From an optimization exercise on the open Yosys and OpenROAD flow, aimed at small area and a short achievable clock period; shortcuts taken in it are not production practice.
The RTL was checked by simulation tests, not by an equivalence proof against the original design.
The flow treats the clock pin as an ideal source. Dropping or thinning the clock tree relies on that and would not hold on a real chip.
Power and IR drop assume default switching activity.

wip/willow:
==> flow/design.v <==
`timescale 1ns / 1ps
module gpo (
    input  gn_hi, pn_hi, gn_lo, pn_lo,
    output g, p
);
    assign g = ~(gn_hi & (pn_hi | gn_lo));
    assign p = ~(pn_hi | pn_lo);
endmodule
module gpa (
    input  g_hi, p_hi, g_lo, p_lo,
    output gn, pn
);
    assign gn = ~(g_hi | (p_hi & g_lo));
    assign pn = ~(p_hi & p_lo);
endmodule
module go (
    input  gn_hi, pn_hi, gn_lo,
    output g
);
    assign g = ~(gn_hi & (pn_hi | gn_lo));
endmodule
module ga (
    input  g_hi, p_hi, g_lo,
    output gn
);
    assign gn = ~(g_hi | (p_hi & g_lo));
endmodule
module hadd (
    input  a, b,
    output s, c
);
    assign s = a ^ b;
    assign c = a & b;
endmodule
module fadd (
    input  a, b, ci,
    output s, co
);
    assign s = a ^ b ^ ci;
    assign co = (a & b) | (a & ci) | (b & ci);
endmodule
module pxor (
    input  a, b,
    output y
);
    assign y = a ^ b;
endmodule
module cout_n (
    input  g, p, ci,
    output con
);
    assign con = ~(g | (p & ci));
endmodule
module ginv (
    input  x,
    output y
);
    assign y = ~x;
endmodule
module part3 #(
    parameter N = 43,
    parameter L = 4
)(
    input  [N-1:0]          gn,
    input  [N-1:0]          pn,
    output [(N-1)/2-1:0]    g,
    output [(N-1)/2-1:0]    p
);
    localparam M = (N - 1) / 2;
    wire [M-1:0] gg [0:L];
    wire [M-1:0] pp [0:L];
    genvar l, m;
    generate
        for (m = 0; m < M; m = m + 1) begin : pr
            if (m == 0) begin : fin
                go u (.gn_hi(gn[1]), .pn_hi(pn[1]), .gn_lo(gn[0]), .g(gg[0][0]));
                assign pp[0][0] = 1'b0;
            end else begin : mid
                gpo u (.gn_hi(gn[2*m+1]), .pn_hi(pn[2*m+1]), .gn_lo(gn[2*m]), .pn_lo(pn[2*m]),
                       .g(gg[0][m]), .p(pp[0][m]));
            end
        end
        for (l = 0; l < L; l = l + 1) begin : lv
            for (m = 0; m < M; m = m + 1) begin : nd
                if (m < (1 << l)) begin : pass
                    ginv u (.x(gg[l][m]), .y(gg[l+1][m]));
                    assign pp[l+1][m] = 1'b0;
                end else if (m < (2 << l)) begin : fin
                    if (l % 2 == 0) begin : a
                        ga u (.g_hi(gg[l][m]), .p_hi(pp[l][m]), .g_lo(gg[l][m-(1<<l)]), .gn(gg[l+1][m]));
                    end else begin : o
                        go u (.gn_hi(gg[l][m]), .pn_hi(pp[l][m]), .gn_lo(gg[l][m-(1<<l)]), .g(gg[l+1][m]));
                    end
                    assign pp[l+1][m] = 1'b0;
                end else begin : mid
                    if (l % 2 == 0) begin : a
                        gpa u (.g_hi(gg[l][m]), .p_hi(pp[l][m]), .g_lo(gg[l][m-(1<<l)]), .p_lo(pp[l][m-(1<<l)]),
                               .gn(gg[l+1][m]), .pn(pp[l+1][m]));
                    end else begin : o
                        gpo u (.gn_hi(gg[l][m]), .pn_hi(pp[l][m]), .gn_lo(gg[l][m-(1<<l)]), .pn_lo(pp[l][m-(1<<l)]),
                               .g(gg[l+1][m]), .p(pp[l+1][m]));
                    end
                end
            end
        end
    endgenerate
    assign g = gg[L];
    assign p = pp[L];
endmodule
`timescale 1ns / 1ps
module part4(
    input clk,
    input [127:0] a,
    input [127:0] b,
    input cin,
    output [127:0] s,
    output cout
);
    localparam N = 43;
    localparam M = (N - 1) / 2;    
    localparam L1 = 3;             
    wire [127:0] d0s;
    wire [N-1:0] d0gn;
    genvar j, i;
    generate
        for (j = 0; j < N; j = j + 1) begin : sl
            localparam LO = (j == 0) ? 0 : 3 * j - 1;    
            localparam HI = 3 * j + 1;                   
            wire [HI:LO] c;                              
            if (j == 0) begin : b0
                fadd u (.a(a[0]), .b(b[0]), .ci(cin), .s(d0s[0]), .co(c[1]));
            end else begin : bn
                hadd u0 (.a(a[LO]), .b(b[LO]), .s(d0s[LO]), .c(c[LO+1]));
                fadd u1 (.a(a[LO+1]), .b(b[LO+1]), .ci(c[LO+1]), .s(d0s[LO+1]), .co(c[LO+2]));
            end
            wire p, g;
            hadd ut (.a(a[HI]), .b(b[HI]), .s(p), .c(g));
            pxor us (.a(p), .b(c[HI]), .y(d0s[HI]));
            cout_n uc (.g(g), .p(p), .ci(c[HI]), .con(d0gn[j]));
        end
    endgenerate
    reg [127:0] r0s;
    reg [N-1:0] r0gn;    
    always @(posedge clk) begin
        r0s <= d0s;
        r0gn <= d0gn;
    end
    wire [N-1:0] pn0;
    assign pn0[0] = ~&r0s[1:0];
    generate
        for (j = 1; j < N; j = j + 1) begin : p0
            assign pn0[j] = ~&r0s[3*j-1 +: 3];
        end
    endgenerate
    wire [M-1:0] g1n, p1n;    
    part3 #(.N(N), .L(L1)) look (.gn(r0gn), .pn(pn0), .g(g1n), .p(p1n));
    reg [127:0] r1s;
    reg [M-1:0] r1gn, r1pn;    
    reg [M:0]   r1en;          
    wire [M:0]  gn_even;
    generate
        for (j = 0; j <= M; j = j + 1) begin : ev
            assign gn_even[j] = r0gn[2*j];
        end
    endgenerate
    always @(posedge clk) begin
        r1s <= r0s;
        r1gn <= g1n;
        r1pn <= p1n;
        r1en <= gn_even;
    end
    wire [M-1:0] g3, p3, g4n, p4n;
    generate
        for (j = 0; j < M; j = j + 1) begin : l3
            if (j < 8) begin : pass
                ginv u (.x(r1gn[j]), .y(g3[j]));
                assign p3[j] = 1'b0;
            end else if (j < 16) begin : fin
                go u (.gn_hi(r1gn[j]), .pn_hi(r1pn[j]), .gn_lo(r1gn[j-8]), .g(g3[j]));
                assign p3[j] = 1'b0;
            end else begin : mid
                gpo u (.gn_hi(r1gn[j]), .pn_hi(r1pn[j]), .gn_lo(r1gn[j-8]), .pn_lo(r1pn[j-8]),
                       .g(g3[j]), .p(p3[j]));
            end
        end
        for (j = 0; j < M; j = j + 1) begin : l4
            if (j < 16) begin : pass
                ginv u (.x(g3[j]), .y(g4n[j]));
            end else begin : fin
                ga u (.g_hi(g3[j]), .p_hi(p3[j]), .g_lo(g3[j-16]), .gn(g4n[j]));
            end
        end
    endgenerate
    wire [N-1:0] co;         
    generate
        for (j = 0; j < N; j = j + 1) begin : fc
            if (j == 0) begin : s0
                assign co[0] = ~r1en[0];
            end else if (j % 2 == 1) begin : odd
                assign co[j] = ~g4n[(j-1)/2];
            end else begin : even
                assign co[j] = ~r1en[j/2] | ((&r1s[3*j-1 +: 3]) & co[j-1]);
            end
        end
    endgenerate
    wire [127:0] d2;
    assign d2[1:0] = r1s[1:0];
    generate
        for (j = 1; j < N; j = j + 1) begin : ic
            for (i = 0; i < 3; i = i + 1) begin : bt
                if (i == 0) begin : b0
                    assign d2[3*j-1] = r1s[3*j-1] ^ co[j-1];
                end else begin : bn
                    assign d2[3*j-1+i] = r1s[3*j-1+i] ^ (co[j-1] & (&r1s[3*j-1 +: i]));
                end
            end
        end
    endgenerate
    reg [128:0] r2, r3, r4, r5, r6, r7;
    always @(posedge clk) begin
        r2 <= {co[N-1], d2};
        r3 <= r2;
        r4 <= r3;
        r5 <= r4;
        r6 <= r5;
        r7 <= r6;
    end
    assign {cout, s} = r7;
endmodule
==> flow/config.mk <==
export PLATFORM = sky130hd
export DESIGN_NAME = part4
export DESIGN_NICKNAME = part4
export VERILOG_FILES = /design/flow/design.v
export SDC_FILE = /design/flow/constraint.sdc
export NUM_CORES = 4
export LEC_CHECK = 0
export CAP_MARGIN = 20
export CORE_MARGIN = 2
export CORE_UTILIZATION = 60
export PLACE_DENSITY = 0.75
export SETUP_SLACK_MARGIN = 1.7
export SLEW_MARGIN = 20
export SYNTH_HIERARCHICAL = 1
export SYNTH_MINIMUM_KEEP_SIZE = 0
==> flow/constraint.sdc <==
create_clock -name core_clock -period 3.2 [get_ports {clk}]
set_input_delay 0.6400 -clock core_clock [delete_from_list [all_inputs] [get_ports {clk}]]
set_output_delay 0.6400 -clock core_clock [all_outputs]
set_load 0.01 [all_outputs]
standard.sh (not shown) runs the stock make flow with config.mk's settings and CLKGATE_MAP_FILE= SYNTH_SCRIPT=/design/flow/synth_recipe.tcl, a recipe that flattens the netlist after the stock synthesis.
==> flow/flow/run.sh <==
#!/bin/bash
# The standard layout with four changes: the smallest drive for every
# combinational cell of the synthesised netlist (flow/downsize.tcl; the
# resizer sizes up where timing needs it), the smallest buffer on the
# ports, a shallow two-level clock tree (flow/cts_tree.tcl) in place of
# TritonCTS's, and stronger cells on the paths to the outputs (set when the
# tree is built; the resizer still sizes everything as usual afterwards).
# make's full output goes to make.log in this folder.
set -euo pipefail
export BUFFER_PORTS_ARGS="-buffer_cell sky130_fd_sc_hd__buf_1"
export PRE_FLOORPLAN_TCL="$(pwd)/flow/downsize.tcl"
export PRE_CTS_TCL="$(pwd)/flow/cts_tree.tcl"
export CTS_TREE_OUT_BUF=sky130_fd_sc_hd__buf_4
export CTS_TREE_OUT_FF=sky130_fd_sc_hd__dfxtp_2
bash standard.sh > make.log 2>&1
==> flow/flow/cts_tree.tcl <==
# Sourced by ORFS's cts.tcl as PRE_CTS_TCL. Replaces clock_tree_synthesis
# with a two-level tree: the flip-flops are split by recursive bisection of
# their placement into equal clusters of at most CTS_TREE_CAP sinks, each driven
# by a leaf buffer at its centre; the leaves are split the same way into
# CTS_TREE_ROOTS groups, each driven by a root buffer that the clock port
# drives. Every flip-flop sees the same two buffers, so the tree is
# balanced; it is just shallower than TritonCTS's. Leaves and roots are
# inverters by default (two inversions per path, so the flip-flops see the
# true clock): an inverter is faster than a buffer.

proc cts_tree_bisect { pts k } {
  # pts: list of {item x y}; splits them into k clusters of near-equal size
  # by recursive bisection across the longer side of their bounding box
  if { $k <= 1 } { return [list $pts] }
  set xs [lsort -real [lmap p $pts { lindex $p 1 }]]
  set ys [lsort -real [lmap p $pts { lindex $p 2 }]]
  set dx [expr { [lindex $xs end] - [lindex $xs 0] }]
  set dy [expr { [lindex $ys end] - [lindex $ys 0] }]
  set idx [expr { $dx >= $dy ? 1 : 2 }]
  set s [lsort -real -index $idx $pts]
  set k1 [expr { $k / 2 }]
  set h [expr { int(round([llength $s] * double($k1) / $k)) }]
  return [concat [cts_tree_bisect [lrange $s 0 [expr { $h - 1 }]] $k1] \
                 [cts_tree_bisect [lrange $s $h end] [expr { $k - $k1 }]]]
}

proc cts_tree_centre { pts } {
  set sx 0.0; set sy 0.0
  foreach p $pts { set sx [expr { $sx + [lindex $p 1] }]; set sy [expr { $sy + [lindex $p 2] }] }
  set n [llength $pts]
  return [list [expr { int($sx / $n) }] [expr { int($sy / $n) }]]
}

proc cts_tree_buffer { block master name x y innet } {
  set inst [odb::dbInst_create $block $master $name]
  $inst setLocation $x $y
  $inst setPlacementStatus PLACED
  set net [odb::dbNet_create $block "${name}_net"]
  $net setSigType CLOCK
  foreach it [$inst getITerms] { if { [$it isOutputSignal] } { $it connect $net } }
  if { $innet ne "" } { [$inst findITerm A] connect $innet }
  return [list $inst $net]
}

# Gives each output port's buffer, and the flip-flop that drives it, the
# drive strengths CTS_TREE_OUT_BUF and CTS_TREE_OUT_FF (when set): the
# paths to the outputs carry the fixed output delay, so they are the ones
# that need the drive.
proc cts_tree_size_outputs { block } {
  set obuf [expr { [info exists ::env(CTS_TREE_OUT_BUF)] ? $::env(CTS_TREE_OUT_BUF) : "" }]
  set off [expr { [info exists ::env(CTS_TREE_OUT_FF)] ? $::env(CTS_TREE_OUT_FF) : "" }]
  set nb 0; set nf 0
  foreach bt [$block getBTerms] {
    if { [$bt getIoType] ne "OUTPUT" } { continue }
    set net [$bt getNet]
    if { $net eq "NULL" } { continue }
    foreach it [$net getITerms] {
      if { ![$it isOutputSignal] } { continue }
      set buf [$it getInst]
      if { ![string match "*__buf_*" [[$buf getMaster] getName]] } { continue }
      set in [$buf findITerm A]
      if { $in eq "NULL" || [$in getNet] eq "NULL" } { continue }
      foreach dit [[$in getNet] getITerms] {
        if { [$dit isOutputSignal] && [string match "*__dfxtp_*" [[[$dit getInst] getMaster] getName]] } {
          if { $off ne "" } { replace_cell [[$dit getInst] getName] $off; incr nf }
        }
      }
      if { $obuf ne "" } { replace_cell [$buf getName] $obuf; incr nb }
    }
  }
  puts "cts_tree: resized $nb output buffers and $nf flip-flops"
}

rename clock_tree_synthesis cts_tree_tritoncts
proc clock_tree_synthesis { args } {
  set cap [expr { [info exists ::env(CTS_TREE_CAP)] ? $::env(CTS_TREE_CAP) : 40 }]
  set nroots [expr { [info exists ::env(CTS_TREE_ROOTS)] ? $::env(CTS_TREE_ROOTS) : 4 }]
  set leafbuf [expr { [info exists ::env(CTS_TREE_LEAF)] ? $::env(CTS_TREE_LEAF) : "sky130_fd_sc_hd__clkinv_16" }]
  set rootbuf [expr { [info exists ::env(CTS_TREE_ROOT)] ? $::env(CTS_TREE_ROOT) : "sky130_fd_sc_hd__clkinv_16" }]
  set db [ord::get_db]
  set block [ord::get_db_block]
  set src [lindex [get_property [lindex [all_clocks] 0] sources] 0]
  set clknet [[$block findBTerm [get_full_name $src]] getNet]
  set sinks {}
  foreach it [$clknet getITerms] {
    set bb [[$it getInst] getBBox]
    lappend sinks [list $it [expr { ([$bb xMin] + [$bb xMax]) / 2 }] [expr { ([$bb yMin] + [$bb yMax]) / 2 }]]
  }
  set clusters [cts_tree_bisect $sinks [expr { int(ceil([llength $sinks] / double($cap))) }]]
  set leaves {}
  set i 0
  foreach c $clusters {
    lassign [cts_tree_centre $c] x y
    lappend leaves [list $i $x $y]
    set leafnet($i) $c
    incr i
  }
  set groups [cts_tree_bisect $leaves [expr { min($nroots, [llength $leaves]) }]]
  set lm [$db findMaster $leafbuf]
  set rm [$db findMaster $rootbuf]
  set r 0
  foreach g $groups {
    lassign [cts_tree_centre $g] x y
    lassign [cts_tree_buffer $block $rm "ctree_root_$r" $x $y $clknet] rinst rnet
    foreach l $g {
      lassign $l li lx ly
      lassign [cts_tree_buffer $block $lm "ctree_leaf_$li" $lx $ly $rnet] linst lnet
      foreach s $leafnet($li) {
        set it [lindex $s 0]
        $it disconnect
        $it connect $lnet
      }
    }
    incr r
  }
  puts "cts_tree: [llength $sinks] sinks, [llength $clusters] leaf buffers, [llength $groups] root buffers"
  cts_tree_size_outputs $block
  set_propagated_clock [all_clocks]
}
Other scripts of this flow, unchanged in this note and not shown: flow/flow/downsize.tcl
### wip/willow -> wip/xenon
- a change of CORE_UTILIZATION from 60 to 68
- a change of SETUP_SLACK_MARGIN from 1.7 to 1.75
diff --git a/flow/flow/run.sh b/flow/flow/run.sh
--- a/flow/flow/run.sh
+++ b/flow/flow/run.sh
@@ -6,2 +6,4 @@
-# TritonCTS's, and stronger cells on the paths to the outputs (set when the
-# tree is built; the resizer still sizes everything as usual afterwards).
+# TritonCTS's, and shorter, stronger paths to the outputs: when the tree is
+# built, the flip-flops that drive the output buffers move next to them,
+# and they and the buffers get a stronger drive (the resizer still sizes
+# everything as usual afterwards).
@@ -12,0 +15 @@
+export CTS_TREE_PULL_OUTPUTS=1
diff --git a/flow/flow/cts_tree.tcl b/flow/flow/cts_tree.tcl
--- a/flow/flow/cts_tree.tcl
+++ b/flow/flow/cts_tree.tcl
@@ -73,0 +74,41 @@
+# Moves the flip-flop that drives each output port's buffer next to that
+# buffer (which sits by the port), on the side towards the core's centre:
+# the path to the output carries the fixed output delay, so its wire
+# should be the short one, and the wire from the flip-flop before it the
+# long one. Detailed placement legalises the moved cells afterwards.
+proc cts_tree_pull_outputs { block } {
+  set core [$block getCoreArea]
+  set cx [expr { ([$core xMin] + [$core xMax]) / 2.0 }]
+  set cy [expr { ([$core yMin] + [$core yMax]) / 2.0 }]
+  set step 4000
+  set n 0
+  foreach bt [$block getBTerms] {
+    if { [$bt getIoType] ne "OUTPUT" } { continue }
+    set net [$bt getNet]
+    if { $net eq "NULL" } { continue }
+    foreach it [$net getITerms] {
+      if { ![$it isOutputSignal] } { continue }
+      set buf [$it getInst]
+      set in [$buf findITerm A]
+      if { $in eq "NULL" || [$in getNet] eq "NULL" } { continue }
+      set bb [$buf getBBox]
+      set bx [expr { ([$bb xMin] + [$bb xMax]) / 2.0 }]
+      set by [expr { ([$bb yMin] + [$bb yMax]) / 2.0 }]
+      foreach dit [[$in getNet] getITerms] {
+        set ff [$dit getInst]
+        if { ![$dit isOutputSignal] || ![string match "*__dfxtp_*" [[$ff getMaster] getName]] } { continue }
+        set dx [expr { $cx - $bx }]; set dy [expr { $cy - $by }]
+        if { abs($dx) >= abs($dy) } {
+          set x [expr { $bx + ($dx > 0 ? $step : -$step) }]; set y $by
+        } else {
+          set x $bx; set y [expr { $by + ($dy > 0 ? $step : -$step) }]
+        }
+        set fb [$ff getBBox]
+        $ff setLocation [expr { int($x - ([$fb xMax] - [$fb xMin]) / 2) }] [expr { int($y - ([$fb yMax] - [$fb yMin]) / 2) }]
+        incr n
+      }
+    }
+  }
+  puts "cts_tree: moved $n output flip-flops next to their buffers"
+}
+
@@ -76 +117 @@
-  set cap [expr { [info exists ::env(CTS_TREE_CAP)] ? $::env(CTS_TREE_CAP) : 40 }]
+  set cap [expr { [info exists ::env(CTS_TREE_CAP)] ? $::env(CTS_TREE_CAP) : 50 }]
@@ -81,0 +123,3 @@
+  if { [info exists ::env(CTS_TREE_PULL_OUTPUTS)] && $::env(CTS_TREE_PULL_OUTPUTS) } {
+    cts_tree_pull_outputs $block
+  }
==> comparison <==
Having completed the whole flow, wip/xenon delivered a layout that passed the timing, DRC and antenna checks. Routed wire in wip/xenon totals more than in wip/willow. Compared to wip/willow, wip/xenon leaves less free space in the core. STATUS global-route wire length before repair: wip/xenon loses against wip/willow.
diff inputs: wip/xenon => wip/harbor
- swapping 1.75 for 1.8 in SETUP_SLACK_MARGIN
- swapping 68 for 60 in CORE_UTILIZATION
diff --git a/flow/flow/run.sh b/flow/flow/run.sh
--- a/flow/flow/run.sh
+++ b/flow/flow/run.sh
@@ -6,4 +6,2 @@
-# TritonCTS's, and shorter, stronger paths to the outputs: when the tree is
-# built, the flip-flops that drive the output buffers move next to them,
-# and they and the buffers get a stronger drive (the resizer still sizes
-# everything as usual afterwards).
+# TritonCTS's, and stronger cells on the paths to the outputs (set when the
+# tree is built; the resizer still sizes everything as usual afterwards).
@@ -15 +12,0 @@
-export CTS_TREE_PULL_OUTPUTS=1
diff --git a/flow/flow/cts_tree.tcl b/flow/flow/cts_tree.tcl
--- a/flow/flow/cts_tree.tcl
+++ b/flow/flow/cts_tree.tcl
@@ -74,41 +73,0 @@
-# Moves the flip-flop that drives each output port's buffer next to that
-# buffer (which sits by the port), on the side towards the core's centre:
-# the path to the output carries the fixed output delay, so its wire
-# should be the short one, and the wire from the flip-flop before it the
-# long one. Detailed placement legalises the moved cells afterwards.
-proc cts_tree_pull_outputs { block } {
-  set core [$block getCoreArea]
-  set cx [expr { ([$core xMin] + [$core xMax]) / 2.0 }]
-  set cy [expr { ([$core yMin] + [$core yMax]) / 2.0 }]
-  set step 4000
-  set n 0
-  foreach bt [$block getBTerms] {
-    if { [$bt getIoType] ne "OUTPUT" } { continue }
-    set net [$bt getNet]
-    if { $net eq "NULL" } { continue }
-    foreach it [$net getITerms] {
-      if { ![$it isOutputSignal] } { continue }
-      set buf [$it getInst]
-      set in [$buf findITerm A]
-      if { $in eq "NULL" || [$in getNet] eq "NULL" } { continue }
-      set bb [$buf getBBox]
-      set bx [expr { ([$bb xMin] + [$bb xMax]) / 2.0 }]
-      set by [expr { ([$bb yMin] + [$bb yMax]) / 2.0 }]
-      foreach dit [[$in getNet] getITerms] {
-        set ff [$dit getInst]
-        if { ![$dit isOutputSignal] || ![string match "*__dfxtp_*" [[$ff getMaster] getName]] } { continue }
-        set dx [expr { $cx - $bx }]; set dy [expr { $cy - $by }]
-        if { abs($dx) >= abs($dy) } {
-          set x [expr { $bx + ($dx > 0 ? $step : -$step) }]; set y $by
-        } else {
-          set x $bx; set y [expr { $by + ($dy > 0 ? $step : -$step) }]
-        }
-        set fb [$ff getBBox]
-        $ff setLocation [expr { int($x - ([$fb xMax] - [$fb xMin]) / 2) }] [expr { int($y - ([$fb yMax] - [$fb yMin]) / 2) }]
-        incr n
-      }
-    }
-  }
-  puts "cts_tree: moved $n output flip-flops next to their buffers"
-}
-
@@ -117 +76 @@
-  set cap [expr { [info exists ::env(CTS_TREE_CAP)] ? $::env(CTS_TREE_CAP) : 50 }]
+  set cap [expr { [info exists ::env(CTS_TREE_CAP)] ? $::env(CTS_TREE_CAP) : 40 }]
@@ -123,3 +81,0 @@
-  if { [info exists ::env(CTS_TREE_PULL_OUTPUTS)] && $::env(CTS_TREE_PULL_OUTPUTS) } {
-    cts_tree_pull_outputs $block
-  }
## What came out
- Looking at initial core utilization, wip/harbor sits 8.2 points below wip/xenon.
- Against wip/xenon, global-route wire length before repair in wip/harbor came out better.
- Going from wip/xenon to wip/harbor, the final critical-path required period was found to have gone up by 26 ps.
- wip/xenon → wip/harbor: total power now sits higher, overall die width higher, number of well-tap cells placed rose by 75, power drawn by the combinational cells now sits higher, mean routed wirelength per cell decreased 1.6%.
- Of wip/xenon and wip/harbor, wip/xenon shows the lower proportion of power drawn by the clock network, with wip/harbor above it.
In every run of this note, the design's own scripts or RTL, not TritonCTS, make the clock network.

==> re-timing with driven ports <==
No port has a modelled driver above. Below, the same layouts with a new extraction and two added sets of constraints. Step 1 assumes that a clkbuf_16 drives the clock port and a buf_2 every other input. Step 2 times the ports against the registers' clock, not the clock port: input delays grow and output delays shrink by t, the midpoint of the rising clock arrivals with the driver on. a / b / c = ideal / step 1 / step 2; a / b = the first two.
run	t, ns	setup slack, ns	latest minus earliest clock arrival (ns)	worst register clock-pin slew, ns	pins driven straight from the clock port
wip/willow	0.556	1.717 / 1.496 / 1.407	0.043 / 0.043	0.11 / 0.11	4
wip/xenon	0.526	1.771 / 1.539 / 1.541	0.053 / 0.053	0.11 / 0.12	4
wip/harbor	0.557	1.745 / 1.502 / 1.523	0.046 / 0.045	0.11 / 0.11	4
After both steps setup and hold are still met in every run listed. The setup slack of wip/willow, which loses most, moves by -0.221 ns with the drivers and by -0.310 ns with both steps.
